From an optimization exercise on the open Yosys and OpenROAD flow, aimed at small area and a short achievable clock period; shortcuts taken in it are not production practice. No run shown here included a check of the RTL's function; only the layout flow was run. Power is estimated from default activity; no workload was simulated.

==> design.v <==
`timescale 1ns/1ns
module axis_Gauss_1x5 (
  input  logic       s_axis_aclk,
  input  logic       s_axis_arstn,
  input  logic [7:0] s_axis_tdata,
  input  logic       s_axis_tvalid,
  input  logic       s_axis_tlast,
  output logic [7:0] m_axis_tdata,
  output logic       m_axis_tvalid,
  output logic       m_axis_tlast
);
logic [7:0]  d1, d2, d3, d4;
logic        v1, v2, l1, l2;
logic [13:0] cnt;
logic [9:0] b;
always_ff @(posedge s_axis_aclk) begin
  d1 <= s_axis_tdata;
  d2 <= d1;
  d3 <= d2;
  d4 <= d3;
  v1 <= s_axis_tvalid;
  v2 <= v1;
  l1 <= s_axis_tlast;
  l2 <= l1;
  b <= bnext;
end
always_ff @(posedge s_axis_aclk) begin
  if (!s_axis_arstn || s_axis_tlast)
    cnt <= '0;
  else if (s_axis_tvalid)
    cnt <= cnt + 14'd1;
end
wire edge_pt = (cnt[13:1] == 13'd1);
wire [7:0] x0 = s_axis_tdata;
wire h1_s, h1_c;
gha h1 (.a(d1[0]), .b(d2[1]), .s(h1_s), .co(h1_c));
wire f2_s, f2_c;
gfa f2 (.a(d1[1]), .b(d2[2]), .c(h1_c), .s(f2_s), .co(f2_c));
wire f3_s, f3_c;
gfa f3 (.a(d1[2]), .b(d2[3]), .c(f2_c), .s(f3_s), .co(f3_c));
wire f4_s, f4_c;
gfa f4 (.a(d1[3]), .b(d2[4]), .c(x0[4]), .s(f4_s), .co(f4_c));
wire f5_s, f5_c;
gfa f5 (.a(d1[4]), .b(d2[5]), .c(x0[5]), .s(f5_s), .co(f5_c));
wire f6_s, f6_c;
gfa f6 (.a(d1[5]), .b(d2[6]), .c(x0[6]), .s(f6_s), .co(f6_c));
wire f7_s, f7_c;
gfa f7 (.a(d1[6]), .b(d2[7]), .c(x0[7]), .s(f7_s), .co(f7_c));
wire h8_s, h8_c;
gha h8 (.a(d2[0]), .b(x0[0]), .s(h8_s), .co(h8_c));
wire h9_s, h9_c;
gha h9 (.a(h1_s), .b(x0[1]), .s(h9_s), .co(h9_c));
wire h10_s, h10_c;
gha h10 (.a(f2_s), .b(x0[2]), .s(h10_s), .co(h10_c));
wire h11_s, h11_c;
gha h11 (.a(x0[3]), .b(f3_s), .s(h11_s), .co(h11_c));
wire h12_s, h12_c;
gha h12 (.a(f3_c), .b(f4_s), .s(h12_s), .co(h12_c));
wire h13_s, h13_c;
gha h13 (.a(f4_c), .b(f5_s), .s(h13_s), .co(h13_c));
wire h14_s, h14_c;
gha h14 (.a(f5_c), .b(f6_s), .s(h14_s), .co(h14_c));
wire h15_s, h15_c;
gha h15 (.a(f6_c), .b(f7_s), .s(h15_s), .co(h15_c));
wire h16_s, h16_c;
gha h16 (.a(d1[7]), .b(f7_c), .s(h16_s), .co(h16_c));
wire q17_x;
g_ao21 q17 (.a(h9_c), .b(h9_s), .c(h8_c), .x(q17_x));
wire q18_x;
g_and2 q18 (.a(h9_s), .b(h8_s), .x(q18_x));
wire q19_x;
g_ao21 q19 (.a(h11_c), .b(h11_s), .c(h10_c), .x(q19_x));
wire q20_x;
g_and2 q20 (.a(h11_s), .b(h10_s), .x(q20_x));
wire q21_x;
g_ao21 q21 (.a(h13_c), .b(h13_s), .c(h12_c), .x(q21_x));
wire q22_x;
g_and2 q22 (.a(h13_s), .b(h12_s), .x(q22_x));
wire q23_x;
g_ao21 q23 (.a(h15_c), .b(h15_s), .c(h14_c), .x(q23_x));
wire q24_x;
g_and2 q24 (.a(h15_s), .b(h14_s), .x(q24_x));
wire q25_x;
g_ao21 q25 (.a(h10_c), .b(h10_s), .c(q17_x), .x(q25_x));
wire q26_x;
g_and2 q26 (.a(h10_s), .b(q18_x), .x(q26_x));
wire q27_x;
g_ao21 q27 (.a(q19_x), .b(q20_x), .c(q17_x), .x(q27_x));
wire q28_x;
g_and2 q28 (.a(q20_x), .b(q18_x), .x(q28_x));
wire q29_x;
g_ao21 q29 (.a(h14_c), .b(h14_s), .c(q21_x), .x(q29_x));
wire q30_x;
g_and2 q30 (.a(h14_s), .b(q22_x), .x(q30_x));
wire q31_x;
g_ao21 q31 (.a(q23_x), .b(q24_x), .c(q21_x), .x(q31_x));
wire q32_x;
g_and2 q32 (.a(q24_x), .b(q22_x), .x(q32_x));
wire q33_x;
g_ao21 q33 (.a(h12_c), .b(h12_s), .c(q27_x), .x(q33_x));
wire q34_x;
g_and2 q34 (.a(h12_s), .b(q28_x), .x(q34_x));
wire q35_x;
g_ao21 q35 (.a(q21_x), .b(q22_x), .c(q27_x), .x(q35_x));
wire q36_x;
g_and2 q36 (.a(q22_x), .b(q28_x), .x(q36_x));
wire q37_x;
g_ao21 q37 (.a(q29_x), .b(q30_x), .c(q27_x), .x(q37_x));
wire q38_x;
g_and2 q38 (.a(q30_x), .b(q28_x), .x(q38_x));
wire q39_x;
g_ao21 q39 (.a(q31_x), .b(q32_x), .c(q27_x), .x(q39_x));
wire q40_x;
g_and2 q40 (.a(q32_x), .b(q28_x), .x(q40_x));
wire q41_x;
g_ao21 q41 (.a(h16_c), .b(h16_s), .c(q39_x), .x(q41_x));
wire q42_x;
g_and2 q42 (.a(h16_s), .b(q40_x), .x(q42_x));
wire q43_x;
g_xor2 q43 (.a(h9_s), .b(h8_c), .x(q43_x));
wire q44_x;
g_xor2 q44 (.a(h10_s), .b(q17_x), .x(q44_x));
wire q45_x;
g_xor2 q45 (.a(h11_s), .b(q25_x), .x(q45_x));
wire q46_x;
g_xor2 q46 (.a(h12_s), .b(q27_x), .x(q46_x));
wire q47_x;
g_xor2 q47 (.a(h13_s), .b(q33_x), .x(q47_x));
wire q48_x;
g_xor2 q48 (.a(h14_s), .b(q35_x), .x(q48_x));
wire q49_x;
g_xor2 q49 (.a(h15_s), .b(q37_x), .x(q49_x));
wire q50_x;
g_xor2 q50 (.a(h16_s), .b(q39_x), .x(q50_x));
wire q51_x;
g_xor2 q51 (.a(1'b0), .b(q41_x), .x(q51_x));
wire [9:0] bnext = {q51_x, q50_x, q49_x, q48_x, q47_x, q46_x, q45_x, q44_x, q43_x, h8_s};
wire h52_s, h52_c;
gha h52 (.a(d4[1]), .b(d2[0]), .s(h52_s), .co(h52_c));
wire f53_s, f53_c;
gfa f53 (.a(d4[2]), .b(d2[1]), .c(d2[0]), .s(f53_s), .co(f53_c));
wire i54 = ~d4[0];
wire f55_s, f55_c;
gfa f55 (.a(i54), .b(h52_c), .c(f53_s), .s(f55_s), .co(f55_c));
wire h56_s, h56_c;
gha h56 (.a(x0[2]), .b(f55_s), .s(h56_s), .co(h56_c));
wire i57 = ~d2[2];
wire f58_s, f58_c;
gfa f58 (.a(d4[3]), .b(d4[1]), .c(i57), .s(f58_s), .co(f58_c));
wire i59 = ~f58_s;
wire f60_s, f60_c;
gfa f60 (.a(d2[1]), .b(f53_c), .c(i59), .s(f60_s), .co(f60_c));
wire f61_s, f61_c;
gfa f61 (.a(f55_c), .b(x0[3]), .c(f60_s), .s(f61_s), .co(f61_c));
wire h62_s, h62_c;
gha h62 (.a(h56_c), .b(f61_s), .s(h62_s), .co(h62_c));
wire f63_s, f63_c;
gfa f63 (.a(b[0]), .b(d4[4]), .c(d2[3]), .s(f63_s), .co(f63_c));
wire i64 = ~d4[2];
wire f65_s, f65_c;
gfa f65 (.a(i64), .b(d2[2]), .c(d4[3]), .s(f65_s), .co(f65_c));
wire i66 = ~f58_c;
wire f67_s, f67_c;
gfa f67 (.a(i66), .b(f63_s), .c(f65_s), .s(f67_s), .co(f67_c));
wire f68_s, f68_c;
gfa f68 (.a(x0[4]), .b(f60_c), .c(f67_s), .s(f68_s), .co(f68_c));
wire i69 = ~x0[2];
wire f70_s, f70_c;
gfa f70 (.a(i69), .b(f61_c), .c(f68_s), .s(f70_s), .co(f70_c));
wire f71_s, f71_c;
gfa f71 (.a(b[1]), .b(d4[3]), .c(b[0]), .s(f71_s), .co(f71_c));
wire f72_s, f72_c;
gfa f72 (.a(d4[5]), .b(d4[0]), .c(d2[4]), .s(f72_s), .co(f72_c));
wire f73_s, f73_c;
gfa f73 (.a(d2[3]), .b(f63_c), .c(f65_c), .s(f73_s), .co(f73_c));
wire i74 = ~f71_s;
wire f75_s, f75_c;
gfa f75 (.a(i74), .b(f72_s), .c(x0[5]), .s(f75_s), .co(f75_c));
wire f76_s, f76_c;
gfa f76 (.a(x0[0]), .b(f73_s), .c(f67_c), .s(f76_s), .co(f76_c));
wire i77 = ~x0[3];
wire f78_s, f78_c;
gfa f78 (.a(i77), .b(f75_s), .c(f68_c), .s(f78_s), .co(f78_c));
wire h79_s, h79_c;
gha h79 (.a(f76_s), .b(f70_c), .s(h79_s), .co(h79_c));
wire f80_s, f80_c;
gfa f80 (.a(d4[6]), .b(d4[1]), .c(d2[5]), .s(f80_s), .co(f80_c));
wire i81 = ~d2[4];
wire f82_s, f82_c;
gfa f82 (.a(b[2]), .b(d4[4]), .c(i81), .s(f82_s), .co(f82_c));
wire i83 = ~f71_c;
wire f84_s, f84_c;
gfa f84 (.a(i83), .b(f72_c), .c(f80_s), .s(f84_s), .co(f84_c));
wire i85 = ~f82_s;
wire f86_s, f86_c;
gfa f86 (.a(i85), .b(f73_c), .c(x0[6]), .s(f86_s), .co(f86_c));
wire i87 = ~x0[4];
wire f88_s, f88_c;
gfa f88 (.a(i87), .b(x0[1]), .c(f84_s), .s(f88_s), .co(f88_c));
wire f89_s, f89_c;
gfa f89 (.a(f75_c), .b(f76_c), .c(f86_s), .s(f89_s), .co(f89_c));
wire f90_s, f90_c;
gfa f90 (.a(f88_s), .b(f78_c), .c(f89_s), .s(f90_s), .co(f90_c));
wire f91_s, f91_c;
gfa f91 (.a(d4[7]), .b(d4[2]), .c(d2[6]), .s(f91_s), .co(f91_c));
wire i92 = ~d2[5];
wire f93_s, f93_c;
gfa f93 (.a(b[3]), .b(d4[5]), .c(i92), .s(f93_s), .co(f93_c));
wire i94 = ~f82_c;
wire f95_s, f95_c;
gfa f95 (.a(f80_c), .b(i94), .c(f91_s), .s(f95_s), .co(f95_c));
wire i96 = ~f93_s;
wire f97_s, f97_c;
gfa f97 (.a(i96), .b(f84_c), .c(x0[7]), .s(f97_s), .co(f97_c));
wire i98 = ~x0[5];
wire f99_s, f99_c;
gfa f99 (.a(i98), .b(x0[2]), .c(f95_s), .s(f99_s), .co(f99_c));
wire f100_s, f100_c;
gfa f100 (.a(f86_c), .b(f88_c), .c(f97_s), .s(f100_s), .co(f100_c));
wire f101_s, f101_c;
gfa f101 (.a(f99_s), .b(f89_c), .c(f100_s), .s(f101_s), .co(f101_c));
wire f102_s, f102_c;
gfa f102 (.a(b[0]), .b(d4[3]), .c(d2[7]), .s(f102_s), .co(f102_c));
wire i103 = ~d2[6];
wire f104_s, f104_c;
gfa f104 (.a(b[4]), .b(d4[6]), .c(i103), .s(f104_s), .co(f104_c));
wire i105 = ~f93_c;
wire f106_s, f106_c;
gfa f106 (.a(f91_c), .b(i105), .c(f102_s), .s(f106_s), .co(f106_c));
wire i107 = ~f95_c;
wire f108_s, f108_c;
gfa f108 (.a(f104_s), .b(i107), .c(x0[6]), .s(f108_s), .co(f108_c));
wire f109_s, f109_c;
gfa f109 (.a(x0[3]), .b(f106_s), .c(f97_c), .s(f109_s), .co(f109_c));
wire i110 = ~f108_s;
wire f111_s, f111_c;
gfa f111 (.a(f99_c), .b(i110), .c(f100_c), .s(f111_s), .co(f111_c));
wire h112_s, h112_c;
gha h112 (.a(f109_s), .b(f101_c), .s(h112_s), .co(h112_c));
wire f113_s, f113_c;
gfa f113 (.a(b[1]), .b(d4[4]), .c(d2[7]), .s(f113_s), .co(f113_c));
wire i114 = ~f102_c;
wire f115_s, f115_c;
gfa f115 (.a(b[5]), .b(d4[7]), .c(i114), .s(f115_s), .co(f115_c));
wire i116 = ~f104_c;
wire f117_s, f117_c;
gfa f117 (.a(i116), .b(f113_s), .c(f106_c), .s(f117_s), .co(f117_c));
wire f118_s, f118_c;
gfa f118 (.a(x0[7]), .b(i87), .c(f115_s), .s(f118_s), .co(f118_c));
wire i119 = ~f117_s;
wire f120_s, f120_c;
gfa f120 (.a(f108_c), .b(i119), .c(f118_s), .s(f120_s), .co(f120_c));
wire i121 = ~f120_s;
wire f122_s, f122_c;
gfa f122 (.a(f109_c), .b(i121), .c(f111_c), .s(f122_s), .co(f122_c));
wire i123 = ~b[6];
wire f124_s, f124_c;
gfa f124 (.a(i123), .b(b[2]), .c(d4[5]), .s(f124_s), .co(f124_c));
wire i125 = ~f115_c;
wire f126_s, f126_c;
gfa f126 (.a(f113_c), .b(f124_s), .c(i125), .s(f126_s), .co(f126_c));
wire i127 = ~f118_c;
wire f128_s, f128_c;
gfa f128 (.a(x0[5]), .b(f117_c), .c(i127), .s(f128_s), .co(f128_c));
wire i129 = ~f120_c;
wire f130_s, f130_c;
gfa f130 (.a(f126_s), .b(i129), .c(f128_s), .s(f130_s), .co(f130_c));
wire f131_s, f131_c;
gfa f131 (.a(b[7]), .b(b[3]), .c(d4[6]), .s(f131_s), .co(f131_c));
wire f132_s, f132_c;
gfa f132 (.a(f124_c), .b(f131_s), .c(x0[6]), .s(f132_s), .co(f132_c));
wire f133_s, f133_c;
gfa f133 (.a(f126_c), .b(f132_s), .c(f128_c), .s(f133_s), .co(f133_c));
wire f134_s, f134_c;
gfa f134 (.a(b[8]), .b(b[4]), .c(d4[7]), .s(f134_s), .co(f134_c));
wire i135 = ~b[7];
wire f136_s, f136_c;
gfa f136 (.a(i135), .b(f131_c), .c(f134_s), .s(f136_s), .co(f136_c));
wire f137_s, f137_c;
gfa f137 (.a(x0[7]), .b(f136_s), .c(f132_c), .s(f137_s), .co(f137_c));
wire i138 = ~b[8];
wire f139_s, f139_c;
gfa f139 (.a(b[9]), .b(b[5]), .c(i138), .s(f139_s), .co(f139_c));
wire f140_s, f140_c;
gfa f140 (.a(f134_c), .b(f139_s), .c(f136_c), .s(f140_s), .co(f140_c));
wire i141 = ~b[9];
wire f142_s, f142_c;
gfa f142 (.a(b[6]), .b(i141), .c(f139_c), .s(f142_s), .co(f142_c));
wire i143 = ~x0[0];
wire i144 = ~x0[1];
wire h145_s, h145_c;
gha h145 (.a(d4[0]), .b(x0[0]), .s(h145_s), .co(h145_c));
wire h146_s, h146_c;
gha h146 (.a(h52_s), .b(x0[1]), .s(h146_s), .co(h146_c));
wire h147_s, h147_c;
gha h147 (.a(i143), .b(h56_s), .s(h147_s), .co(h147_c));
wire h148_s, h148_c;
gha h148 (.a(i144), .b(h62_s), .s(h148_s), .co(h148_c));
wire h149_s, h149_c;
gha h149 (.a(h62_c), .b(f70_s), .s(h149_s), .co(h149_c));
wire h150_s, h150_c;
gha h150 (.a(f78_s), .b(h79_s), .s(h150_s), .co(h150_c));
wire h151_s, h151_c;
gha h151 (.a(h79_c), .b(f90_s), .s(h151_s), .co(h151_c));
wire h152_s, h152_c;
gha h152 (.a(f90_c), .b(f101_s), .s(h152_s), .co(h152_c));
wire h153_s, h153_c;
gha h153 (.a(f111_s), .b(h112_s), .s(h153_s), .co(h153_c));
wire h154_s, h154_c;
gha h154 (.a(h112_c), .b(f122_s), .s(h154_s), .co(h154_c));
wire q155_x;
g_ao21 q155 (.a(h146_c), .b(h146_s), .c(h145_c), .x(q155_x));
wire q156_x;
g_and2 q156 (.a(h146_s), .b(h145_s), .x(q156_x));
wire q157_x;
g_ao21 q157 (.a(h148_c), .b(h148_s), .c(h147_c), .x(q157_x));
wire q158_x;
g_and2 q158 (.a(h148_s), .b(h147_s), .x(q158_x));
wire q159_x;
g_ao21 q159 (.a(h150_c), .b(h150_s), .c(h149_c), .x(q159_x));
wire q160_x;
g_and2 q160 (.a(h150_s), .b(h149_s), .x(q160_x));
wire q161_x;
g_ao21 q161 (.a(h152_c), .b(h152_s), .c(h151_c), .x(q161_x));
wire q162_x;
g_and2 q162 (.a(h152_s), .b(h151_s), .x(q162_x));
wire q163_x;
g_ao21 q163 (.a(h154_c), .b(h154_s), .c(h153_c), .x(q163_x));
wire q164_x;
g_and2 q164 (.a(h154_s), .b(h153_s), .x(q164_x));
wire q165_x;
g_ao21 q165 (.a(h147_c), .b(h147_s), .c(q155_x), .x(q165_x));
wire q166_x;
g_and2 q166 (.a(h147_s), .b(q156_x), .x(q166_x));
wire q167_x;
g_ao21 q167 (.a(q157_x), .b(q158_x), .c(q155_x), .x(q167_x));
wire q168_x;
g_and2 q168 (.a(q158_x), .b(q156_x), .x(q168_x));
wire q169_x;
g_ao21 q169 (.a(h151_c), .b(h151_s), .c(q159_x), .x(q169_x));
wire q170_x;
g_and2 q170 (.a(h151_s), .b(q160_x), .x(q170_x));
wire q171_x;
g_ao21 q171 (.a(q161_x), .b(q162_x), .c(q159_x), .x(q171_x));
wire q172_x;
g_and2 q172 (.a(q162_x), .b(q160_x), .x(q172_x));
wire q173_x;
g_ao21 q173 (.a(h149_c), .b(h149_s), .c(q167_x), .x(q173_x));
wire q174_x;
g_and2 q174 (.a(h149_s), .b(q168_x), .x(q174_x));
wire q175_x;
g_ao21 q175 (.a(q159_x), .b(q160_x), .c(q167_x), .x(q175_x));
wire q176_x;
g_and2 q176 (.a(q160_x), .b(q168_x), .x(q176_x));
wire q177_x;
g_ao21 q177 (.a(q169_x), .b(q170_x), .c(q167_x), .x(q177_x));
wire q178_x;
g_and2 q178 (.a(q170_x), .b(q168_x), .x(q178_x));
wire q179_x;
g_ao21 q179 (.a(q171_x), .b(q172_x), .c(q167_x), .x(q179_x));
wire q180_x;
g_and2 q180 (.a(q172_x), .b(q168_x), .x(q180_x));
wire q181_x;
g_ao21 q181 (.a(h153_c), .b(h153_s), .c(q179_x), .x(q181_x));
wire q182_x;
g_and2 q182 (.a(h153_s), .b(q180_x), .x(q182_x));
wire q183_x;
g_ao21 q183 (.a(q163_x), .b(q164_x), .c(q179_x), .x(q183_x));
wire q184_x;
g_and2 q184 (.a(q164_x), .b(q180_x), .x(q184_x));
wire q185_x;
g_ao21 q185 (.a(h146_c), .b(h146_s), .c(h145_c), .x(q185_x));
wire q186_x;
g_ao21 q186 (.a(h147_c), .b(h147_s), .c(q185_x), .x(q186_x));
wire q187_x;
g_ao21 q187 (.a(h148_c), .b(h148_s), .c(q186_x), .x(q187_x));
wire q188_x;
g_ao21 q188 (.a(h149_c), .b(h149_s), .c(q187_x), .x(q188_x));
wire q189_x;
g_ao21 q189 (.a(h150_c), .b(h150_s), .c(q188_x), .x(q189_x));
wire q190_x;
g_ao21 q190 (.a(h152_c), .b(h152_s), .c(h151_c), .x(q190_x));
wire q191_x;
g_and2 q191 (.a(h152_s), .b(h151_s), .x(q191_x));
wire q192_x;
g_ao21 q192 (.a(q190_x), .b(q191_x), .c(q189_x), .x(q192_x));
wire q193_x;
g_ao21 q193 (.a(h154_c), .b(h154_s), .c(h153_c), .x(q193_x));
wire q194_x;
g_and2 q194 (.a(h154_s), .b(h153_s), .x(q194_x));
wire q195_x;
g_ao21 q195 (.a(q193_x), .b(q194_x), .c(q192_x), .x(q195_x));
wire h196_s, h196_c;
gha h196 (.a(f137_s), .b(f133_c), .s(h196_s), .co(h196_c));
wire h197_s, h197_c;
gha h197 (.a(f140_s), .b(f137_c), .s(h197_s), .co(h197_c));
wire h198_s, h198_c;
gha h198 (.a(f142_s), .b(f140_c), .s(h198_s), .co(h198_c));
wire h199_s, h199_c;
gha h199 (.a(i135), .b(f142_c), .s(h199_s), .co(h199_c));
wire h200_s, h200_c;
gha h200 (.a(i138), .b(b[7]), .s(h200_s), .co(h200_c));
wire h201_s, h201_c;
gha h201 (.a(i141), .b(b[8]), .s(h201_s), .co(h201_c));
wire q202_x;
g_ao21 q202 (.a(h197_c), .b(h197_s), .c(h196_c), .x(q202_x));
wire q203_x;
g_and2 q203 (.a(h197_s), .b(h196_s), .x(q203_x));
wire q204_x;
g_ao21 q204 (.a(h199_c), .b(h199_s), .c(h198_c), .x(q204_x));
wire q205_x;
g_and2 q205 (.a(h199_s), .b(h198_s), .x(q205_x));
wire q206_x;
g_ao21 q206 (.a(h201_c), .b(h201_s), .c(h200_c), .x(q206_x));
wire q207_x;
g_and2 q207 (.a(h201_s), .b(h200_s), .x(q207_x));
wire q208_x;
g_ao21 q208 (.a(h198_c), .b(h198_s), .c(q202_x), .x(q208_x));
wire q209_x;
g_and2 q209 (.a(h198_s), .b(q203_x), .x(q209_x));
wire q210_x;
g_ao21 q210 (.a(q204_x), .b(q205_x), .c(q202_x), .x(q210_x));
wire q211_x;
g_and2 q211 (.a(q205_x), .b(q203_x), .x(q211_x));
wire q212_x;
g_ao21 q212 (.a(h200_c), .b(h200_s), .c(q210_x), .x(q212_x));
wire q213_x;
g_and2 q213 (.a(h200_s), .b(q211_x), .x(q213_x));
wire q214_x;
g_ao21 q214 (.a(q206_x), .b(q207_x), .c(q210_x), .x(q214_x));
wire q215_x;
g_and2 q215 (.a(q207_x), .b(q211_x), .x(q215_x));
wire q216_x;
g_xor2 q216 (.a(h197_s), .b(h196_c), .x(q216_x));
wire q217_x;
g_xor2 q217 (.a(h198_s), .b(q202_x), .x(q217_x));
wire q218_x;
g_xor2 q218 (.a(h199_s), .b(q208_x), .x(q218_x));
wire q219_x;
g_xor2 q219 (.a(h200_s), .b(q210_x), .x(q219_x));
wire q220_x;
g_xor2 q220 (.a(h201_s), .b(q212_x), .x(q220_x));
wire [7:0] ua = {q220_x, q219_x, q218_x, q217_x, q216_x, h196_s, f130_c, f130_s};
wire [7:0] ub = {1'b0, 1'b0, 1'b0, 1'b0, 1'b0, 1'b0, f133_s, f122_c};
wire uc = q195_x;
logic [7:0] oa, ob;
logic oc;
always_ff @(posedge s_axis_aclk) begin
  oa <= edge_pt ? d2[7:0] : ua;
  ob <= edge_pt ? 8'd0 : ub;
  oc <= ~edge_pt & uc;
  m_axis_tvalid <= v2;
  m_axis_tlast  <= l2 & ~edge_pt;
end
assign m_axis_tdata = {oa[7] ^ (1'b0 | oa[6] & 1'b0 | oa[6] & oa[5] & 1'b0 | oa[6] & oa[5] & oa[4] & 1'b0 | oa[6] & oa[5] & oa[4] & oa[3] & 1'b0 | oa[6] & oa[5] & oa[4] & oa[3] & oa[2] & (oa[1] & ob[1]) | oa[6] & oa[5] & oa[4] & oa[3] & oa[2] & (oa[1] ^ ob[1]) & (oa[0] & ob[0]) | oa[6] & oa[5] & oa[4] & oa[3] & oa[2] & (oa[1] ^ ob[1]) & (oa[0] ^ ob[0]) & oc), oa[6] ^ (1'b0 | oa[5] & 1'b0 | oa[5] & oa[4] & 1'b0 | oa[5] & oa[4] & oa[3] & 1'b0 | oa[5] & oa[4] & oa[3] & oa[2] & (oa[1] & ob[1]) | oa[5] & oa[4] & oa[3] & oa[2] & (oa[1] ^ ob[1]) & (oa[0] & ob[0]) | oa[5] & oa[4] & oa[3] & oa[2] & (oa[1] ^ ob[1]) & (oa[0] ^ ob[0]) & oc), oa[5] ^ (1'b0 | oa[4] & 1'b0 | oa[4] & oa[3] & 1'b0 | oa[4] & oa[3] & oa[2] & (oa[1] & ob[1]) | oa[4] & oa[3] & oa[2] & (oa[1] ^ ob[1]) & (oa[0] & ob[0]) | oa[4] & oa[3] & oa[2] & (oa[1] ^ ob[1]) & (oa[0] ^ ob[0]) & oc), oa[4] ^ (1'b0 | oa[3] & 1'b0 | oa[3] & oa[2] & (oa[1] & ob[1]) | oa[3] & oa[2] & (oa[1] ^ ob[1]) & (oa[0] & ob[0]) | oa[3] & oa[2] & (oa[1] ^ ob[1]) & (oa[0] ^ ob[0]) & oc), oa[3] ^ (1'b0 | oa[2] & (oa[1] & ob[1]) | oa[2] & (oa[1] ^ ob[1]) & (oa[0] & ob[0]) | oa[2] & (oa[1] ^ ob[1]) & (oa[0] ^ ob[0]) & oc), oa[2] ^ ((oa[1] & ob[1]) | (oa[1] ^ ob[1]) & (oa[0] & ob[0]) | (oa[1] ^ ob[1]) & (oa[0] ^ ob[0]) & oc), (oa[1] ^ ob[1]) ^ ((oa[0] & ob[0]) | (oa[0] ^ ob[0]) & oc), (oa[0] ^ ob[0]) ^ oc};
endmodule
module g_maj3 (
  input  logic a,
  input  logic b,
  input  logic c,
  output logic x
);
assign x = (a & b) | (a & c) | (b & c);
endmodule
module g_or2 (
  input  logic a,
  input  logic b,
  output logic x
);
assign x = a | b;
endmodule
module g_and2 (
  input  logic a,
  input  logic b,
  output logic x
);
assign x = a & b;
endmodule
module g_xor2 (
  input  logic a,
  input  logic b,
  output logic x
);
assign x = a ^ b;
endmodule
module g_ao21 (
  input  logic a,
  input  logic b,
  input  logic c,
  output logic x
);
assign x = a | (b & c);
endmodule
module gha (
  input  logic a,
  input  logic b,
  output logic s,
  output logic co
);
assign s  = a ^ b;
assign co = a & b;
endmodule
module gfa (
  input  logic a,
  input  logic b,
  input  logic c,
  output logic s,
  output logic co
);
assign s  = a ^ b ^ c;
assign co = (a & b) | (a & c) | (b & c);
endmodule
==> flow/run.sh <==
#!/bin/bash
# Layout flow: the standard flow, with plain buffers on the ports and a clock
# tree of small buffers without dummy loads.
export BUFFER_PORTS_ARGS="-buffer_cell sky130_fd_sc_hd__buf_2"
export CTS_ARGS="-sink_clustering_enable -repair_clock_nets -dont_use_dummy_load -buf_list \"sky130_fd_sc_hd__clkbuf_4 sky130_fd_sc_hd__clkbuf_8\""
bash standard.sh > standard.log 2>&1
==> standard.sh <==
#!/bin/bash
# synth_recipe.tcl (not shown) runs the flow's synth.tcl, then flattens the netlist and writes it again
# the make line also repeats each setting of config.mk as NAME=value (left out here)
make -C /OpenROAD-flow-scripts/flow DESIGN_CONFIG=/design/flow/config.mk WORK_HOME=/design/flow/orfs CLKGATE_MAP_FILE= SYNTH_SCRIPT=/design/flow/synth_recipe.tcl "${@:-finish}"
==> config.mk <==
export PLATFORM = sky130hd
export DESIGN_NAME = axis_Gauss_1x5
export DESIGN_NICKNAME = axis_Gauss_1x5
export VERILOG_FILES = /design/flow/design.v
export SDC_FILE = /design/flow/constraint.sdc
export NUM_CORES = 4
export LEC_CHECK = 0
export CAP_MARGIN = 20
export CORE_MARGIN = 2
export CORE_UTILIZATION = 40
export SETUP_SLACK_MARGIN = 4.3
export SLEW_MARGIN = 20
export SYNTH_HIERARCHICAL = 1
export SYNTH_MINIMUM_KEEP_SIZE = 0
==> constraint.sdc <==
create_clock -name core_clock -period 8.0 [get_ports {s_axis_aclk}]
set_input_delay 1.6000 -clock core_clock [delete_from_list [all_inputs] [get_ports {s_axis_aclk}]]
set_output_delay 1.6000 -clock core_clock [all_outputs]
set_load 0.01 [all_outputs]
==> results of run 1 <==
[what timing repair did]
item / in CTS / in global routing
setup endpoints to repair: 2 / 2
cloned: 0 / 0
resized for setup: 8 / 5
[layer usage]
metal | global-route usage [%] | routed length (µm)
met5 | 0 | 0
met4 | 6.04 | 145
met3 | 3.15 | 147
met2 | 24.8 | 3570
met1 | 19.7 | 3600
[state kept, by name, summed over array words and instances (netlist names)]
name and flops:
m_axis_tvalid 1, d2 8, cnt 14, v1 1, b 10, l1 1
d3 8, l2 1, d4 8, m_axis_tlast 1, oc 1, ob 2
d1 8, v2 1, oa 8
[layout by cell type, fill, tap and decap left out]
| cell | instances |
|---|---|
| nand2b_1 | 1 |
| nand2_1 | 10 |
| ha_1 | 32 |
| or3_1 | 2 |
| nor4_2 | 1 |
| mux2_2 | 4 |
| buf_2 | 19 |
| a21oi_1 | 2 |
| a21o_1 | 28 |
| nor4b_1 | 1 |
| nor2_1 | 15 |
| fa_1 | 55 |
| o21ai_0 | 3 |
| nor4_1 | 1 |
| dfxtp_1 | 65 |
| xor2_1 | 19 |
| dfxtp_2 | 8 |
| nor4_4 | 2 |
| inv_1 | 38 |
| mux2i_1 | 1 |
| nand3_1 | 4 |
| buf_4 | 2 |
| fa_2 | 7 |
| ha_2 | 1 |
| nand4_1 | 5 |
| a211oi_1 | 2 |
| ha_4 | 1 |
| clkbuf_8 | 9 |
| conb_1 | 1 |
| nor3_1 | 6 |
| xnor2_1 | 12 |
| o21ai_1 | 4 |
| and2_1 | 12 |
| nand4_2 | 2 |
| inv_2 | 1 |
[logic make-up (layout without fill, tap and decap cells)]
group | Yosys count | after routing | share of synthesized area [%]
AO/OA/AOI/OAI | 39 | 39 | 6.32
XOR/XNOR | 31 | 31 | 6.35
adder cells (fa/ha/maj) | 96 | 96 | 39.0
buffers and inverters | 43 | 69 | 4.22
flip-flops | 73 | 73 | 34.2
multiplexers | 5 | 5 | 1.29
other | 1 | 1 | 0.0878
AND/OR/NAND/NOR | 62 | 62 | 8.52
[modules after synthesis (local to each module, per instance)]
| module | times used | flip-flops and latches |
|---|---|---|
| axis_Gauss_1x5 | 1 | 73 |
| gfa | 61 | 0 |
| gha | 31 | 0 |
| g_xor2 | 14 | 0 |
| g_ao21 | 27 | 0 |
| g_and2 | 8 | 0 |
[per-stage QoR]
step	setup WS (ps)	total power, µW	hold WS (ps)	instances
5_1_grt	4090	2250	320	512
2_1_floorplan	4020	1440	310	350
6_report	4130	1970	316	512
3_3_place_gp	3750	1710	310	503
4_1_cts	4130	1970	312	512
3_5_place_dp	3700	1740	312	503
[worst register-to-register path, stage by stage (launching register included)]
cell and delay (ps):
dfxtp_1 360, fa_1 530, fa_1 440, fa_1 490
fa_2 360, fa_2 350, fa_1 530, ha_4 210
a21o_1 180, a21o_1 150, and2_1 120
[worst paths after layout]
| kind | endpoint | cells past startpoint |
|---|---|---|
| setup reg to reg | oc | 10 |
| hold reg to reg | d4[5] | 0 |
| hold / removal | d4[5] | 0 |
| setup / recovery | oc | 9 |
[cell type report]
class,instances,area [µm²]
fillers,998,5680
multi-input cells,234,2660
flip-flops and latches,73,1470
well taps,136,170
inverters,39,146
clock buffers,9,124
repair buffers,21,110
[power groups by stage]
| stage | logic [µW] | registers [µW] | clock network (µW) |
|---|---|---|---|
| 2_1_floorplan | 945 | 491 | 0 |
| 3_3_place_gp | 1200 | 507 | 0 |
| 3_5_place_dp | 1230 | 509 | 0 |
| 4_1_cts | 1250 | 501 | 223 |
| 5_1_grt | 1500 | 509 | 241 |
| 6_report | 1250 | 498 | 216 |
==> results.txt, run 1 <==
DRT iter0 DRCs - 74
Commonest cells post-synth - dfxtp_1 (73), fa_1 (62), inv_1 (39)
Final Hold Fails - 0
Drt drc - 0
Nets - 486
Power Density - 420 mW/mm²
Routed WL per cell - 14.6 µm
GP Congestion - 0.851
CTS root buf - clkbuf_8
Clock latency (worst-skew pair) - 350 ps
NetSw - 783 µW
Global-route wire length before repair - 13100 µm
Grt total ovfl - 0
Core ar. - 0.0104 mm²
Worst path top cell family by delay - adder cells
Crit path from - s_axis_tdata[7]
Worst Skew - 12.1 ps
Routed wire length - 7460 µm
Slowest cell on the critical path - fa_1
Fin crit share - 48.3%
Starting density of the core - 41.2%
Worst Path Max Fanout - 5
Sequential area share after synthesis - 34.2%
Clock Path Buffers - 2
CP startpoint kind - input pin
Crit path cell chain - buf_4 -> fa_1 -> fa_2 -> fa_2 -> fa_1 -> ha_4 -> a21o_1 -> a21o_1 -> and2_1
Die area - 0.0115 mm²
Syn Area/Cell - 12.2 µm²
Critical Path Max Stage Delay - 530 ps
Unrepaired setup endpoints after global routing - yes
Proportion of layout cells with a drive suffix above 1 - 15.2%
Row count - 37
HP Class - register to register
Hold_buf cts - 0
Post-route cell area - 0.00469 mm²
Initial antenna violation count - 0
Number of synthesized flops with an enable pin - 0
Number of port buffers - 21
Setup TNS - 0 ps
Die height - 107 µm
I/O pins - 22
Post-CTS setup buffers - 0
Cell taking the most area after synthesis - dfxtp_1
VDD IR max - 0.000204 V
Most frequent cell after synthesis - dfxtp_1
Switching Share - 39.8%
Vias in the first global route - 2682
Ant diodes - 0
H-tree lvl count - 3
Worst slew pin tran - 554 ps
Area Growth Syn to Fin - 9.66%
Reg-to-Reg Start - d4[6]
Synth top area cells - dfxtp_1 (34%), fa_1 (29%), ha_1 (10%)
Yosys warns - 7
Slew Limit Fails - 0
Crit end category - register
Die W - 107 µm
Fmax - 0.259 GHz
Clk sink count - 73
Layout Utilization - 45.2%
Internal - 1190 µW
Buf+Inv Stages, Crit Path - 1
Minimum clock period after layout - 3870 ps
R2R setup slack - 4170 ps
Logic pwr share - 63.7%
Largest net degree at the start of global routing - 17
Synth Flop Type - dfxtp_1
Run status - finished clean
Max-cap violations - 0
Post-synth top area share - 34.2%
First-pass DRT Iterations - 4
Final setup fails - 0
Flops & latches, synth - 73
DR vias/cell - 4.66
Via count - 2385
GRT Overall Usage - 15.2%
Final HPWL DP - 6160 µm
Max-slew headroom - 63.0%
Placed Area - 0.00453 mm²
CTS Buf Count - 9
CTS tree - yes
Asr flop ratio synth - 0%
Hold_sp - d3[5]
WS Path Type - input pin to register
Seq pwr share - 25.3%
Synth Cell Area - 0.00427 mm²
WP data required - 8250 ps
Post-Synthesis Net Count - 458
Synth Instances - 350
ANT nets after route - 0
Worst-path clk slew - 70 ps
P_leak - 0.00217 µW
Arrival time at the worst endpoint - 4110 ps
Yosys cell types - 30
Clk pwr share - 11.0%
==> run 2: changes to the inputs <==
==> flow/run.sh (replaced) <==
#!/bin/bash
# Layout flow: the standard flow, with plain buffers on the ports and a clock
# tree of small buffers without dummy loads.
export BUFFER_PORTS_ARGS="-buffer_cell sky130_fd_sc_hd__buf_2"
export CTS_ARGS="-sink_clustering_enable -repair_clock_nets -dont_use_dummy_load -sink_buffer_max_cap_derate 1.0 -sink_clustering_size 25 -sink_clustering_max_diameter 150 -buf_list \"sky130_fd_sc_hd__clkbuf_4 sky130_fd_sc_hd__clkbuf_8\""
bash standard.sh > standard.log 2>&1
==> run 2 against run 1 <==
Effect of this change: register-to-register slack better by 60 ps; area after synthesis unchanged; worst setup slack better by 76 ps; worst hold slack worse by 9.1 ps; count of clock-buffer cells in the layout unchanged; critical path type unchanged.
==> results.txt, run 2 <==
Max FFs per register - 14
WP data required - 8320 ps
Ant diodes - 0
Fmax - 0.264 GHz
Yosys warns - 7
Die height - 107 µm
Post-CTS setup buffers - 0
R2r worst-path depth - 10
Critical Path Max Stage Delay - 530 ps
Cell taking the most area after synthesis - dfxtp_1
Flops & latches, synth - 73
Area Growth Syn to Fin - 9.17%
Reg-to-Reg Start - d4[6]
Starting density of the core - 41.2%
Worst Skew - 20.2 ps
H-tree lvl count - 3
Die W - 107 µm
R2R setup slack - 4230 ps
Nets - 486
I/O pins - 22
Routed WL per cell - 14.5 µm
Slowest cell on the critical path - fa_1
Most frequent cells in the layout - dfxtp_1 (61), fa_1 (51), inv_1 (38)
GRT Overall Usage - 15.1%
Synth Cell Area - 0.00427 mm²
Row count - 37
Fin crit share - 47.4%
Slew Limit Fails - 0
Unrepaired setup endpoints after global routing - yes
DR vias/cell - 4.70
Buf+Inv Stages, Crit Path - 1
ANT nets after route - 0
Global-route wire length before repair - 13100 µm
Tot Pwr - 1920 µW
Synth Flop Type - dfxtp_1
Power Density - 412 mW/mm²
Worst r2r dst - oc
GP Congestion - 0.851
Worst path top cell family by delay - adder cells
CTS tree - yes
Yosys cell types - 30
Sequential area share after synthesis - 34.2%
Crit end category - register
Via count - 2405
Clk sink count - 73
Commonest cells post-synth - dfxtp_1 (73), fa_1 (62), inv_1 (39)
Post-route cell area - 0.00466 mm²
Max-cap violations - 0
Die area - 0.0115 mm²
Core ar. - 0.0104 mm²
Commonest non-fill, non-tap cell in the layout - dfxtp_1
Final HPWL DP - 6160 µm
Crit path cell chain - buf_4 -> fa_1 -> fa_2 -> fa_2 -> fa_1 -> ha_4 -> a21o_1 -> a21o_1 -> and2_1
CP Capture Point - oc
Setup TNS - 0 ps
CTS root buf - clkbuf_4
VDD IR max - 0.000202 V
Biggest regs - cnt (14), b (10)
Most frequent cell after synthesis - dfxtp_1
Worst slew pin tran - 555 ps
Final setup fails - 0
Grt total ovfl - 0
Max-slew headroom - 62.9%
Placed Area - 0.00453 mm²
DRT iter0 DRCs - 71
P_leak - 0.00214 µW
Post-synth top area share - 34.2%
Arrival time at the worst endpoint - 4110 ps
Synth Instances - 350
CP startpoint kind - input pin
Synth top area cells - dfxtp_1 (34%), fa_1 (29%), ha_1 (10%)
Clock latency (worst-skew pair) - 420 ps
Post-Synthesis Net Count - 458
Initial antenna violation count - 0
Number of cells on the critical path - 9
Vias in the first global route - 2673
CTS Buf Count - 9
Biggest register - cnt
Final Hold Fails - 0
Drt drc - 0
Run status - finished clean
Number of synthesized flops with an enable pin - 0
Syn Area/Cell - 12.2 µm²
Clock Path Buffers - 2
Worst-path clk slew - 100 ps
Asr flop ratio synth - 0%
Routed wire length - 7450 µm
First-pass DRT Iterations - 4
Layout Utilization - 45.0%
Hold_sp - d3[4]
HP Class - register to register
WS Path Type - input pin to register
Minimum clock period after layout - 3790 ps
Proportion of layout cells with a drive suffix above 1 - 17.8%
Number of port buffers - 21
Worst Path Max Fanout - 5
Fill cells - 1001
Largest net degree at the start of global routing - 17
Crit path from - s_axis_tdata[7]
-- run 2: cell counts after synthesis --
Identical to the previous run, type by type.
-- run 2: stage by stage --
step | hold WS, ps | std cells | setup slack, ps
floorplan | 310 | 350 | 4020
global placement | 310 | 503 | 3750
detailed placement | 312 | 503 | 3700
CTS | 309 | 512 | 4230
global route | 306 | 512 | 4160
finish | 306 | 512 | 4210
-- run 2: cell type report --
type	instances	area (µm²)	share of cell area [%]
clock buffers	9	67.6	1.45
inverters	39	146	3.14
multi-input cells	234	2680	57.5
flip-flops and latches	73	1490	31.9
well taps	136	170	3.65
repair buffers	21	110	2.36
-- run 2: how the worst min path moves through the flow --
stage	endpoint	slack (ps)	cells past startpoint
floorplan	d4[0]	310	0
finish	d4[4]	310	0
global placement	d4[4]	310	0
CTS	d4[5]	310	0
detailed placement	d4[5]	310	0
global route	d4[4]	310	0
-- run 2: what timing repair did --
item | 4_1_cts | 5_1_grt
gates cloned | 0 | 0
hold buffers | 0 | 0
setup endpoints to repair | 2 | 4
gates resized for setup | 16 | 12
-- run 2: Yosys stat by module, one instance, submodules excluded --
module          cells  flip-flops and latches  area (µm²)  times used
gha                 1                       0        12.5          31
g_and2              1                       0        6.26           8
gfa                 1                       0        20.0          61
axis_Gauss_1x5    209                      73        2290           1
g_xor2              1                       0        8.76          14
g_ao21              1                       0        7.51          27
-- run 2: power by group --
group | internal, µW | switching, µW | total [µW]
Clock | 52.3 | 110 | 162
Combinational | 647 | 615 | 1260
Sequential | 441 | 56.2 | 498
-- run 2: worst reg2reg max path, stage by stage (launching register included) --
cell and delay [ps]:
dfxtp_4 380, fa_1 570, fa_2 450, fa_2 360, fa_2 370, fa_2 350
fa_1 530, ha_4 210, a21o_1 180, a21o_1 150, and2_1 120
-- run 2: layer usage --
| layer | part of all wire, % | global-route usage, % | up-vias |
|---|---|---|---|
| met2 | 47 | 24.2 | 26 |
| met1 | 48 | 19.6 | 1180 |
| met4 | 2.1 | 5.59 | 0 |
| met5 | 0 | 0 | - |
| met3 | 2.5 | 3.87 | 11 |
| li1 | - | - | 1188 |
-- run 2: cells by family (layout without fill, tap and decap cells) --
family	Yosys count	in the layout	share of synthesized area [%]
adder cells (fa/ha/maj)	96	96	39.0
flip-flops	73	73	34.2
AND/OR/NAND/NOR	62	62	8.52
buffers and inverters	43	69	4.22
AO/OA/AOI/OAI	39	39	6.32
XOR/XNOR	31	31	6.35
multiplexers	5	5	1.29
other	1	1	0.0878
==> run 3: changes to the inputs <==
--- a/design.v
+++ b/design.v
@@ -307,151 +307,87 @@
 wire h153_s, h153_c;
 gha h153 (.a(f111_s), .b(h112_s), .s(h153_s), .co(h153_c));
-wire h154_s, h154_c;
-gha h154 (.a(h112_c), .b(f122_s), .s(h154_s), .co(h154_c));
+wire q154_x;
+g_ao21 q154 (.a(h146_c), .b(h146_s), .c(h145_c), .x(q154_x));
 wire q155_x;
-g_ao21 q155 (.a(h146_c), .b(h146_s), .c(h145_c), .x(q155_x));
+g_and2 q155 (.a(h146_s), .b(h145_s), .x(q155_x));
 wire q156_x;
-g_and2 q156 (.a(h146_s), .b(h145_s), .x(q156_x));
+g_ao21 q156 (.a(h148_c), .b(h148_s), .c(h147_c), .x(q156_x));
 wire q157_x;
-g_ao21 q157 (.a(h148_c), .b(h148_s), .c(h147_c), .x(q157_x));
+g_and2 q157 (.a(h148_s), .b(h147_s), .x(q157_x));
 wire q158_x;
-g_and2 q158 (.a(h148_s), .b(h147_s), .x(q158_x));
+g_ao21 q158 (.a(h150_c), .b(h150_s), .c(h149_c), .x(q158_x));
 wire q159_x;
-g_ao21 q159 (.a(h150_c), .b(h150_s), .c(h149_c), .x(q159_x));
+g_and2 q159 (.a(h150_s), .b(h149_s), .x(q159_x));
 wire q160_x;
-g_and2 q160 (.a(h150_s), .b(h149_s), .x(q160_x));
+g_ao21 q160 (.a(h152_c), .b(h152_s), .c(h151_c), .x(q160_x));
 wire q161_x;
-g_ao21 q161 (.a(h152_c), .b(h152_s), .c(h151_c), .x(q161_x));
+g_and2 q161 (.a(h152_s), .b(h151_s), .x(q161_x));
 wire q162_x;
-g_and2 q162 (.a(h152_s), .b(h151_s), .x(q162_x));
+g_ao21 q162 (.a(h147_c), .b(h147_s), .c(q154_x), .x(q162_x));
 wire q163_x;
-g_ao21 q163 (.a(h154_c), .b(h154_s), .c(h153_c), .x(q163_x));
+g_and2 q163 (.a(h147_s), .b(q155_x), .x(q163_x));
 wire q164_x;
-g_and2 q164 (.a(h154_s), .b(h153_s), .x(q164_x));
+g_ao21 q164 (.a(q156_x), .b(q157_x), .c(q154_x), .x(q164_x));
 wire q165_x;
-g_ao21 q165 (.a(h147_c), .b(h147_s), .c(q155_x), .x(q165_x));
+g_and2 q165 (.a(q157_x), .b(q155_x), .x(q165_x));
 wire q166_x;
-g_and2 q166 (.a(h147_s), .b(q156_x), .x(q166_x));
+g_ao21 q166 (.a(h151_c), .b(h151_s), .c(q158_x), .x(q166_x));
 wire q167_x;
-g_ao21 q167 (.a(q157_x), .b(q158_x), .c(q155_x), .x(q167_x));
+g_and2 q167 (.a(h151_s), .b(q159_x), .x(q167_x));
 wire q168_x;
-g_and2 q168 (.a(q158_x), .b(q156_x), .x(q168_x));
+g_ao21 q168 (.a(q160_x), .b(q161_x), .c(q158_x), .x(q168_x));
 wire q169_x;
-g_ao21 q169 (.a(h151_c), .b(h151_s), .c(q159_x), .x(q169_x));
+g_and2 q169 (.a(q161_x), .b(q159_x), .x(q169_x));
 wire q170_x;
-g_and2 q170 (.a(h151_s), .b(q160_x), .x(q170_x));
+g_ao21 q170 (.a(h149_c), .b(h149_s), .c(q164_x), .x(q170_x));
 wire q171_x;
-g_ao21 q171 (.a(q161_x), .b(q162_x), .c(q159_x), .x(q171_x));
+g_and2 q171 (.a(h149_s), .b(q165_x), .x(q171_x));
 wire q172_x;
-g_and2 q172 (.a(q162_x), .b(q160_x), .x(q172_x));
+g_ao21 q172 (.a(q158_x), .b(q159_x), .c(q164_x), .x(q172_x));
 wire q173_x;
-g_ao21 q173 (.a(h149_c), .b(h149_s), .c(q167_x), .x(q173_x));
+g_and2 q173 (.a(q159_x), .b(q165_x), .x(q173_x));
 wire q174_x;
-g_and2 q174 (.a(h149_s), .b(q168_x), .x(q174_x));
+g_ao21 q174 (.a(q166_x), .b(q167_x), .c(q164_x), .x(q174_x));
 wire q175_x;
-g_ao21 q175 (.a(q159_x), .b(q160_x), .c(q167_x), .x(q175_x));
+g_and2 q175 (.a(q167_x), .b(q165_x), .x(q175_x));
 wire q176_x;
-g_and2 q176 (.a(q160_x), .b(q168_x), .x(q176_x));
+g_ao21 q176 (.a(q168_x), .b(q169_x), .c(q164_x), .x(q176_x));
 wire q177_x;
-g_ao21 q177 (.a(q169_x), .b(q170_x), .c(q167_x), .x(q177_x));
+g_and2 q177 (.a(q169_x), .b(q165_x), .x(q177_x));
 wire q178_x;
-g_and2 q178 (.a(q170_x), .b(q168_x), .x(q178_x));
+g_ao21 q178 (.a(h153_c), .b(h153_s), .c(q176_x), .x(q178_x));
 wire q179_x;
-g_ao21 q179 (.a(q171_x), .b(q172_x), .c(q167_x), .x(q179_x));
+g_and2 q179 (.a(h153_s), .b(q177_x), .x(q179_x));
 wire q180_x;
-g_and2 q180 (.a(q172_x), .b(q168_x), .x(q180_x));
+g_ao21 q180 (.a(h146_c), .b(h146_s), .c(h145_c), .x(q180_x));
 wire q181_x;
-g_ao21 q181 (.a(h153_c), .b(h153_s), .c(q179_x), .x(q181_x));
+g_ao21 q181 (.a(h147_c), .b(h147_s), .c(q180_x), .x(q181_x));
 wire q182_x;
-g_and2 q182 (.a(h153_s), .b(q180_x), .x(q182_x));
+g_ao21 q182 (.a(h148_c), .b(h148_s), .c(q181_x), .x(q182_x));
 wire q183_x;
-g_ao21 q183 (.a(q163_x), .b(q164_x), .c(q179_x), .x(q183_x));
+g_ao21 q183 (.a(h149_c), .b(h149_s), .c(q182_x), .x(q183_x));
 wire q184_x;
-g_and2 q184 (.a(q164_x), .b(q180_x), .x(q184_x));
+g_ao21 q184 (.a(h150_c), .b(h150_s), .c(q183_x), .x(q184_x));
 wire q185_x;
-g_ao21 q185 (.a(h146_c), .b(h146_s), .c(h145_c), .x(q185_x));
+g_ao21 q185 (.a(h152_c), .b(h152_s), .c(h151_c), .x(q185_x));
 wire q186_x;
-g_ao21 q186 (.a(h147_c), .b(h147_s), .c(q185_x), .x(q186_x));
+g_and2 q186 (.a(h152_s), .b(h151_s), .x(q186_x));
 wire q187_x;
-g_ao21 q187 (.a(h148_c), .b(h148_s), .c(q186_x), .x(q187_x));
+g_ao21 q187 (.a(q185_x), .b(q186_x), .c(q184_x), .x(q187_x));
 wire q188_x;
-g_ao21 q188 (.a(h149_c), .b(h149_s), .c(q187_x), .x(q188_x));
-wire q189_x;
-g_ao21 q189 (.a(h150_c), .b(h150_s), .c(q188_x), .x(q189_x));
-wire q190_x;
-g_ao21 q190 (.a(h152_c), .b(h152_s), .c(h151_c), .x(q190_x));
-wire q191_x;
-g_and2 q191 (.a(h152_s), .b(h151_s), .x(q191_x));
-wire q192_x;
-g_ao21 q192 (.a(q190_x), .b(q191_x), .c(q189_x), .x(q192_x));
-wire q193_x;
-g_ao21 q193 (.a(h154_c), .b(h154_s), .c(h153_c), .x(q193_x));
-wire q194_x;
-g_and2 q194 (.a(h154_s), .b(h153_s), .x(q194_x));
-wire q195_x;
-g_ao21 q195 (.a(q193_x), .b(q194_x), .c(q192_x), .x(q195_x));
-wire h196_s, h196_c;
-gha h196 (.a(f137_s), .b(f133_c), .s(h196_s), .co(h196_c));
-wire h197_s, h197_c;
-gha h197 (.a(f140_s), .b(f137_c), .s(h197_s), .co(h197_c));
-wire h198_s, h198_c;
-gha h198 (.a(f142_s), .b(f140_c), .s(h198_s), .co(h198_c));
-wire h199_s, h199_c;
-gha h199 (.a(i135), .b(f142_c), .s(h199_s), .co(h199_c));
-wire h200_s, h200_c;
-gha h200 (.a(i138), .b(b[7]), .s(h200_s), .co(h200_c));
-wire h201_s, h201_c;
-gha h201 (.a(i141), .b(b[8]), .s(h201_s), .co(h201_c));
-wire q202_x;
-g_ao21 q202 (.a(h197_c), .b(h197_s), .c(h196_c), .x(q202_x));
-wire q203_x;
-g_and2 q203 (.a(h197_s), .b(h196_s), .x(q203_x));
-wire q204_x;
-g_ao21 q204 (.a(h199_c), .b(h199_s), .c(h198_c), .x(q204_x));
-wire q205_x;
-g_and2 q205 (.a(h199_s), .b(h198_s), .x(q205_x));
-wire q206_x;
-g_ao21 q206 (.a(h201_c), .b(h201_s), .c(h200_c), .x(q206_x));
-wire q207_x;
-g_and2 q207 (.a(h201_s), .b(h200_s), .x(q207_x));
-wire q208_x;
-g_ao21 q208 (.a(h198_c), .b(h198_s), .c(q202_x), .x(q208_x));
-wire q209_x;
-g_and2 q209 (.a(h198_s), .b(q203_x), .x(q209_x));
-wire q210_x;
-g_ao21 q210 (.a(q204_x), .b(q205_x), .c(q202_x), .x(q210_x));
-wire q211_x;
-g_and2 q211 (.a(q205_x), .b(q203_x), .x(q211_x));
-wire q212_x;
-g_ao21 q212 (.a(h200_c), .b(h200_s), .c(q210_x), .x(q212_x));
-wire q213_x;
-g_and2 q213 (.a(h200_s), .b(q211_x), .x(q213_x));
-wire q214_x;
-g_ao21 q214 (.a(q206_x), .b(q207_x), .c(q210_x), .x(q214_x));
-wire q215_x;
-g_and2 q215 (.a(q207_x), .b(q211_x), .x(q215_x));
-wire q216_x;
-g_xor2 q216 (.a(h197_s), .b(h196_c), .x(q216_x));
-wire q217_x;
-g_xor2 q217 (.a(h198_s), .b(q202_x), .x(q217_x));
-wire q218_x;
-g_xor2 q218 (.a(h199_s), .b(q208_x), .x(q218_x));
-wire q219_x;
-g_xor2 q219 (.a(h200_s), .b(q210_x), .x(q219_x));
-wire q220_x;
-g_xor2 q220 (.a(h201_s), .b(q212_x), .x(q220_x));
-wire [7:0] ua = {q220_x, q219_x, q218_x, q217_x, q216_x, h196_s, f130_c, f130_s};
-wire [7:0] ub = {1'b0, 1'b0, 1'b0, 1'b0, 1'b0, 1'b0, f133_s, f122_c};
-wire uc = q195_x;
-logic [7:0] oa, ob;
+g_ao21 q188 (.a(h153_c), .b(h153_s), .c(q187_x), .x(q188_x));
+wire [8:0] ua = {i141, i138, i135, f142_s, f140_s, f137_s, f130_c, f130_s, h112_c};
+wire [8:0] ub = {b[8], b[7], f142_c, f140_c, f137_c, f133_c, f133_s, f122_c, f122_s};
+wire uc = q188_x;
+logic [8:0] oa, ob;
 logic oc;
 always_ff @(posedge s_axis_aclk) begin
-  oa <= edge_pt ? d2[7:0] : ua;
-  ob <= edge_pt ? 8'd0 : ub;
+  oa <= edge_pt ? {d2, 1'd0} : ua;
+  ob <= edge_pt ? 9'd0 : ub;
   oc <= ~edge_pt & uc;
   m_axis_tvalid <= v2;
   m_axis_tlast  <= l2 & ~edge_pt;
 end
-assign m_axis_tdata = {oa[7] ^ (1'b0 | oa[6] & 1'b0 | oa[6] & oa[5] & 1'b0 | oa[6] & oa[5] & oa[4] & 1'b0 | oa[6] & oa[5] & oa[4] & oa[3] & 1'b0 | oa[6] & oa[5] & oa[4] & oa[3] & oa[2] & (oa[1] & ob[1]) | oa[6] & oa[5] & oa[4] & oa[3] & oa[2] & (oa[1] ^ ob[1]) & (oa[0] & ob[0]) | oa[6] & oa[5] & oa[4] & oa[3] & oa[2] & (oa[1] ^ ob[1]) & (oa[0] ^ ob[0]) & oc), oa[6] ^ (1'b0 | oa[5] & 1'b0 | oa[5] & oa[4] & 1'b0 | oa[5] & oa[4] & oa[3] & 1'b0 | oa[5] & oa[4] & oa[3] & oa[2] & (oa[1] & ob[1]) | oa[5] & oa[4] & oa[3] & oa[2] & (oa[1] ^ ob[1]) & (oa[0] & ob[0]) | oa[5] & oa[4] & oa[3] & oa[2] & (oa[1] ^ ob[1]) & (oa[0] ^ ob[0]) & oc), oa[5] ^ (1'b0 | oa[4] & 1'b0 | oa[4] & oa[3] & 1'b0 | oa[4] & oa[3] & oa[2] & (oa[1] & ob[1]) | oa[4] & oa[3] & oa[2] & (oa[1] ^ ob[1]) & (oa[0] & ob[0]) | oa[4] & oa[3] & oa[2] & (oa[1] ^ ob[1]) & (oa[0] ^ ob[0]) & oc), oa[4] ^ (1'b0 | oa[3] & 1'b0 | oa[3] & oa[2] & (oa[1] & ob[1]) | oa[3] & oa[2] & (oa[1] ^ ob[1]) & (oa[0] & ob[0]) | oa[3] & oa[2] & (oa[1] ^ ob[1]) & (oa[0] ^ ob[0]) & oc), oa[3] ^ (1'b0 | oa[2] & (oa[1] & ob[1]) | oa[2] & (oa[1] ^ ob[1]) & (oa[0] & ob[0]) | oa[2] & (oa[1] ^ ob[1]) & (oa[0] ^ ob[0]) & oc), oa[2] ^ ((oa[1] & ob[1]) | (oa[1] ^ ob[1]) & (oa[0] & ob[0]) | (oa[1] ^ ob[1]) & (oa[0] ^ ob[0]) & oc), (oa[1] ^ ob[1]) ^ ((oa[0] & ob[0]) | (oa[0] ^ ob[0]) & oc), (oa[0] ^ ob[0]) ^ oc};
+assign m_axis_tdata = {(oa[8] ^ ob[8]) ^ ((oa[7] & ob[7]) | (oa[7] ^ ob[7]) & (oa[6] & ob[6]) | (oa[7] ^ ob[7]) & (oa[6] ^ ob[6]) & (oa[5] & ob[5]) | (oa[7] ^ ob[7]) & (oa[6] ^ ob[6]) & (oa[5] ^ ob[5]) & (oa[4] & ob[4]) | (oa[7] ^ ob[7]) & (oa[6] ^ ob[6]) & (oa[5] ^ ob[5]) & (oa[4] ^ ob[4]) & (oa[3] & ob[3]) | (oa[7] ^ ob[7]) & (oa[6] ^ ob[6]) & (oa[5] ^ ob[5]) & (oa[4] ^ ob[4]) & (oa[3] ^ ob[3]) & (oa[2] & ob[2]) | (oa[7] ^ ob[7]) & (oa[6] ^ ob[6]) & (oa[5] ^ ob[5]) & (oa[4] ^ ob[4]) & (oa[3] ^ ob[3]) & (oa[2] ^ ob[2]) & (oa[1] & ob[1]) | (oa[7] ^ ob[7]) & (oa[6] ^ ob[6]) & (oa[5] ^ ob[5]) & (oa[4] ^ ob[4]) & (oa[3] ^ ob[3]) & (oa[2] ^ ob[2]) & (oa[1] ^ ob[1]) & (oa[0] & ob[0]) | (oa[7] ^ ob[7]) & (oa[6] ^ ob[6]) & (oa[5] ^ ob[5]) & (oa[4] ^ ob[4]) & (oa[3] ^ ob[3]) & (oa[2] ^ ob[2]) & (oa[1] ^ ob[1]) & (oa[0] ^ ob[0]) & oc), (oa[7] ^ ob[7]) ^ ((oa[6] & ob[6]) | (oa[6] ^ ob[6]) & (oa[5] & ob[5]) | (oa[6] ^ ob[6]) & (oa[5] ^ ob[5]) & (oa[4] & ob[4]) | (oa[6] ^ ob[6]) & (oa[5] ^ ob[5]) & (oa[4] ^ ob[4]) & (oa[3] & ob[3]) | (oa[6] ^ ob[6]) & (oa[5] ^ ob[5]) & (oa[4] ^ ob[4]) & (oa[3] ^ ob[3]) & (oa[2] & ob[2]) | (oa[6] ^ ob[6]) & (oa[5] ^ ob[5]) & (oa[4] ^ ob[4]) & (oa[3] ^ ob[3]) & (oa[2] ^ ob[2]) & (oa[1] & ob[1]) | (oa[6] ^ ob[6]) & (oa[5] ^ ob[5]) & (oa[4] ^ ob[4]) & (oa[3] ^ ob[3]) & (oa[2] ^ ob[2]) & (oa[1] ^ ob[1]) & (oa[0] & ob[0]) | (oa[6] ^ ob[6]) & (oa[5] ^ ob[5]) & (oa[4] ^ ob[4]) & (oa[3] ^ ob[3]) & (oa[2] ^ ob[2]) & (oa[1] ^ ob[1]) & (oa[0] ^ ob[0]) & oc), (oa[6] ^ ob[6]) ^ ((oa[5] & ob[5]) | (oa[5] ^ ob[5]) & (oa[4] & ob[4]) | (oa[5] ^ ob[5]) & (oa[4] ^ ob[4]) & (oa[3] & ob[3]) | (oa[5] ^ ob[5]) & (oa[4] ^ ob[4]) & (oa[3] ^ ob[3]) & (oa[2] & ob[2]) | (oa[5] ^ ob[5]) & (oa[4] ^ ob[4]) & (oa[3] ^ ob[3]) & (oa[2] ^ ob[2]) & (oa[1] & ob[1]) | (oa[5] ^ ob[5]) & (oa[4] ^ ob[4]) & (oa[3] ^ ob[3]) & (oa[2] ^ ob[2]) & (oa[1] ^ ob[1]) & (oa[0] & ob[0]) | (oa[5] ^ ob[5]) & (oa[4] ^ ob[4]) & (oa[3] ^ ob[3]) & (oa[2] ^ ob[2]) & (oa[1] ^ ob[1]) & (oa[0] ^ ob[0]) & oc), (oa[5] ^ ob[5]) ^ ((oa[4] & ob[4]) | (oa[4] ^ ob[4]) & (oa[3] & ob[3]) | (oa[4] ^ ob[4]) & (oa[3] ^ ob[3]) & (oa[2] & ob[2]) | (oa[4] ^ ob[4]) & (oa[3] ^ ob[3]) & (oa[2] ^ ob[2]) & (oa[1] & ob[1]) | (oa[4] ^ ob[4]) & (oa[3] ^ ob[3]) & (oa[2] ^ ob[2]) & (oa[1] ^ ob[1]) & (oa[0] & ob[0]) | (oa[4] ^ ob[4]) & (oa[3] ^ ob[3]) & (oa[2] ^ ob[2]) & (oa[1] ^ ob[1]) & (oa[0] ^ ob[0]) & oc), (oa[4] ^ ob[4]) ^ ((oa[3] & ob[3]) | (oa[3] ^ ob[3]) & (oa[2] & ob[2]) | (oa[3] ^ ob[3]) & (oa[2] ^ ob[2]) & (oa[1] & ob[1]) | (oa[3] ^ ob[3]) & (oa[2] ^ ob[2]) & (oa[1] ^ ob[1]) & (oa[0] & ob[0]) | (oa[3] ^ ob[3]) & (oa[2] ^ ob[2]) & (oa[1] ^ ob[1]) & (oa[0] ^ ob[0]) & oc), (oa[3] ^ ob[3]) ^ ((oa[2] & ob[2]) | (oa[2] ^ ob[2]) & (oa[1] & ob[1]) | (oa[2] ^ ob[2]) & (oa[1] ^ ob[1]) & (oa[0] & ob[0]) | (oa[2] ^ ob[2]) & (oa[1] ^ ob[1]) & (oa[0] ^ ob[0]) & oc), (oa[2] ^ ob[2]) ^ ((oa[1] & ob[1]) | (oa[1] ^ ob[1]) & (oa[0] & ob[0]) | (oa[1] ^ ob[1]) & (oa[0] ^ ob[0]) & oc), (oa[1] ^ ob[1]) ^ ((oa[0] & ob[0]) | (oa[0] ^ ob[0]) & oc)};
 endmodule
 module g_maj3 (
==> flow/run.sh (replaced) <==
#!/bin/bash
# Layout flow: the standard flow, with plain buffers on the ports and a clock
# tree of small buffers without dummy loads.
export BUFFER_PORTS_ARGS="-buffer_cell sky130_fd_sc_hd__buf_2"
export CTS_ARGS="-sink_clustering_enable -repair_clock_nets -dont_use_dummy_load -buf_list \"sky130_fd_sc_hd__clkbuf_4 sky130_fd_sc_hd__clkbuf_8\""
bash standard.sh > standard.log 2>&1
==> run 3 against run 2 <==
Effect of this change: critical path type unchanged; largest cell class unchanged; cell count increased by 4.3%; critical endpoint unchanged; fmax is 0.80% higher; die area increased by 3.8%; critical path depth unchanged; flip-flop and latch count grew 8; via count up 4.8%; highest routed layer unchanged; utilization up 0.34 points; global-route usage fell by 0.45 points.
==> results.txt, run 3 <==
Run status - finished clean
R2R setup slack - 4300 ps
Ant diodes - 0
Die W - 109 µm
HP Class - register to register
Crit end category - register
Max FFs per register - 14
Yosys warns - 7
Minimum clock period after layout - 3760 ps
Hold_buf cts - 0
P_leak - 0.00221 µW
Placed Area - 0.00469 mm²
Largest family of logic cells by synthesized area - adder cells
Post-Synthesis Net Count - 475
Number of port buffers - 21
Largest net degree at the start of global routing - 24
Register area - 0.00163 mm²
Arrival time at the worst endpoint - 4000 ps
Post-Synth Adder-Cell Area - 36.8%
Worst path top cell family by delay - adder cells
Post-route cell area - 0.00491 mm²
Routed WL per cell - 14.5 µm
Clock latency (worst-skew pair) - 370 ps
VDD IR max - 0.000291 V
Synth Cell Area - 0.00444 mm²
Final setup fails - 0
Core ar. - 0.0108 mm²
Asr flop ratio synth - 0%
GRT Overall Usage - 14.6%
Flops & latches, synth - 81
Synth top area cells - dfxtp_1 (37%), fa_1 (28%), ha_1 (9.3%)
WP data required - 8240 ps
Proportion of layout cells with a drive suffix above 1 - 15.2%
Buf+Inv Stages, Crit Path - 1
Synth Instances - 369
Initial antenna violation count - 0
Worst Path Max Fanout - 5
Unrepaired setup endpoints after global routing - yes
CTS root buf - clkbuf_8
Max-slew headroom - 59.2%
Synth Area in Compound Gates - 6.65%
Biggest regs - cnt (14), b (10)
CTS Buf Count - 9
Drt drc - 0
Cell taking the most area after synthesis - dfxtp_1
DRT iter0 DRCs - 175
Slowest cell on the critical path - fa_2
DR vias/cell - 4.72
Fmax - 0.266 GHz
Fin crit share - 47.0%
Row count - 38
GP Congestion - 0.849
Fill cells - 1021
Routed wire length - 7760 µm
Mux contribution to synthesized area - 0.986%
Area occupied by multi-input gates - 0.00272 mm²
Vias in the first global route - 2567
Yosys cell types - 41
ANT nets after route - 0
Nets - 502
CTS tree - yes
Worst slew pin tran - 612 ps
Final HPWL DP - 6310 µm
Clk sink count - 81
Global-route wire length before repair - 12700 µm
I/O pins - 22
WS Path Type - input pin to register
Number of synthesized flops with an enable pin - 0
Commonest cells post-synth - dfxtp_1 (81), fa_1 (61), inv_1 (37)
Clock Path Buffers - 2
Most frequent cell after synthesis - dfxtp_1
[run 3: changes by cell type in the layout (fill, tap and decap cells not counted), sizes merged, moves of 4 or more]
cell and delta:
dfxtp +8, nor2 +8, and2 +7, a21o -6, nand2 -4
[run 3: logic make-up after synthesis]
family	after synthesis
AO/OA/AOI/OAI	42
XOR/XNOR	27
adder cells (fa/ha/maj)	94
buffers and inverters	42
flip-flops	81
multiplexers	4
other	1
AND/OR/NAND/NOR	78
[run 3: per-stage QoR]
stage	setup WS, ps	total power (µW)	hold WS [ps]	std cells
2_1_floorplan	4080	1340	310	369
3_3_place_gp	3830	1630	310	525
3_5_place_dp	3820	1650	313	525
4_1_cts	4230	1890	309	534
5_1_grt	4180	2140	315	534
6_report	4240	1950	308	534
[run 3: modules after synthesis, one instance, submodules excluded]
module / area, µm² / cells
gha: 12.5 / 1
g_and2: 6.26 / 1
gfa: 20.0 / 1
g_xor2: 8.76 / 1
g_ao21: 7.51 / 1
axis_Gauss_1x5: 2650 / 248
[run 3: worst register-to-register path, delay by kind of cell (launching register included)]
family | cells | cell delay, ps
compound gates | 3 | 480
flops | 1 | 420
fa+ha+maj | 6 | 2570
simple gates | 1 | 120
[run 3: where the power goes]
part / internal [µW] / leakage, µW / switching, µW / total (µW)
registers: 494 / 0.000679 / 52.6 / 547
clock network: 100 / 0.0000647 / 127 / 227
logic: 593 / 0.00147 / 587 / 1180
total: 1190 / 0.00221 / 766 / 1950
[run 3: final timing paths]
path         end       startpoint  depth (start not counted)
max           oc  s_axis_tdata[6]                          9
min           l2               l1                          0
max reg2reg   oc            d4[1]                         10
min reg2reg   l2               l1                          0
[run 3: area by class of cell]
cell class,instances,share of cell area (%)
clock buffers,9,2.52
inverters,37,2.83
multi-input cells,246,55.3
flip-flops and latches,81,33.3
well taps,140,3.57
repair buffers,21,2.50
[run 3: what timing repair did]
item,4_1_cts,5_1_grt
endpoints found under the setup margin,5,5
resized for setup,13,17
pin swaps,0,2
hold endpoints to repair,0,0
[run 3: metal layers]
layer | wire length (µm) | vias up | GRT usage (%) | share of wire [%]
met2 | 3440 | 23 | 20.9 | 44
li1 | - | 1248 | - | -
met1 | 3960 | 1239 | 21.1 | 51
met5 | 0 | - | 0 | 0
met4 | 157 | 0 | 6.96 | 2.0
met3 | 199 | 10 | 3.08 | 2.6

afterwards: timing with drivers on the ports:
In the flow no input, the clock included, has a driving cell. The finished layouts below were timed again as built, in two steps. Step 1: set_driving_cell puts a clkbuf_16 on s_axis_aclk and a buf_2 on each other input, an assumption about the parent block. Step 2 times the ports against the registers' clock, not the clock port: input delays grow and output delays shrink by t, the midpoint of the rising clock arrivals with the driver on. Slacks: no drivers / after step 1 / after step 2; pairs: no drivers / after step 1.
run | t, ns | setup slack, ns | hold slack, ns
run 1 | 0.373 | 4.133 / 4.143 / 3.770 | 0.316 / 0.316 / 0.316
run 2 | 0.435 | 4.209 / 4.218 / 3.782 | 0.306 / 0.306 / 0.306
run 3 | 0.385 | 4.239 / 4.236 / 3.851 | 0.308 / 0.308 / 0.308
After both steps every run listed still meets setup and hold. For run 2, which loses most, drivers alone change the setup slack by +0.009 ns; drivers and shift together by -0.427 ns.
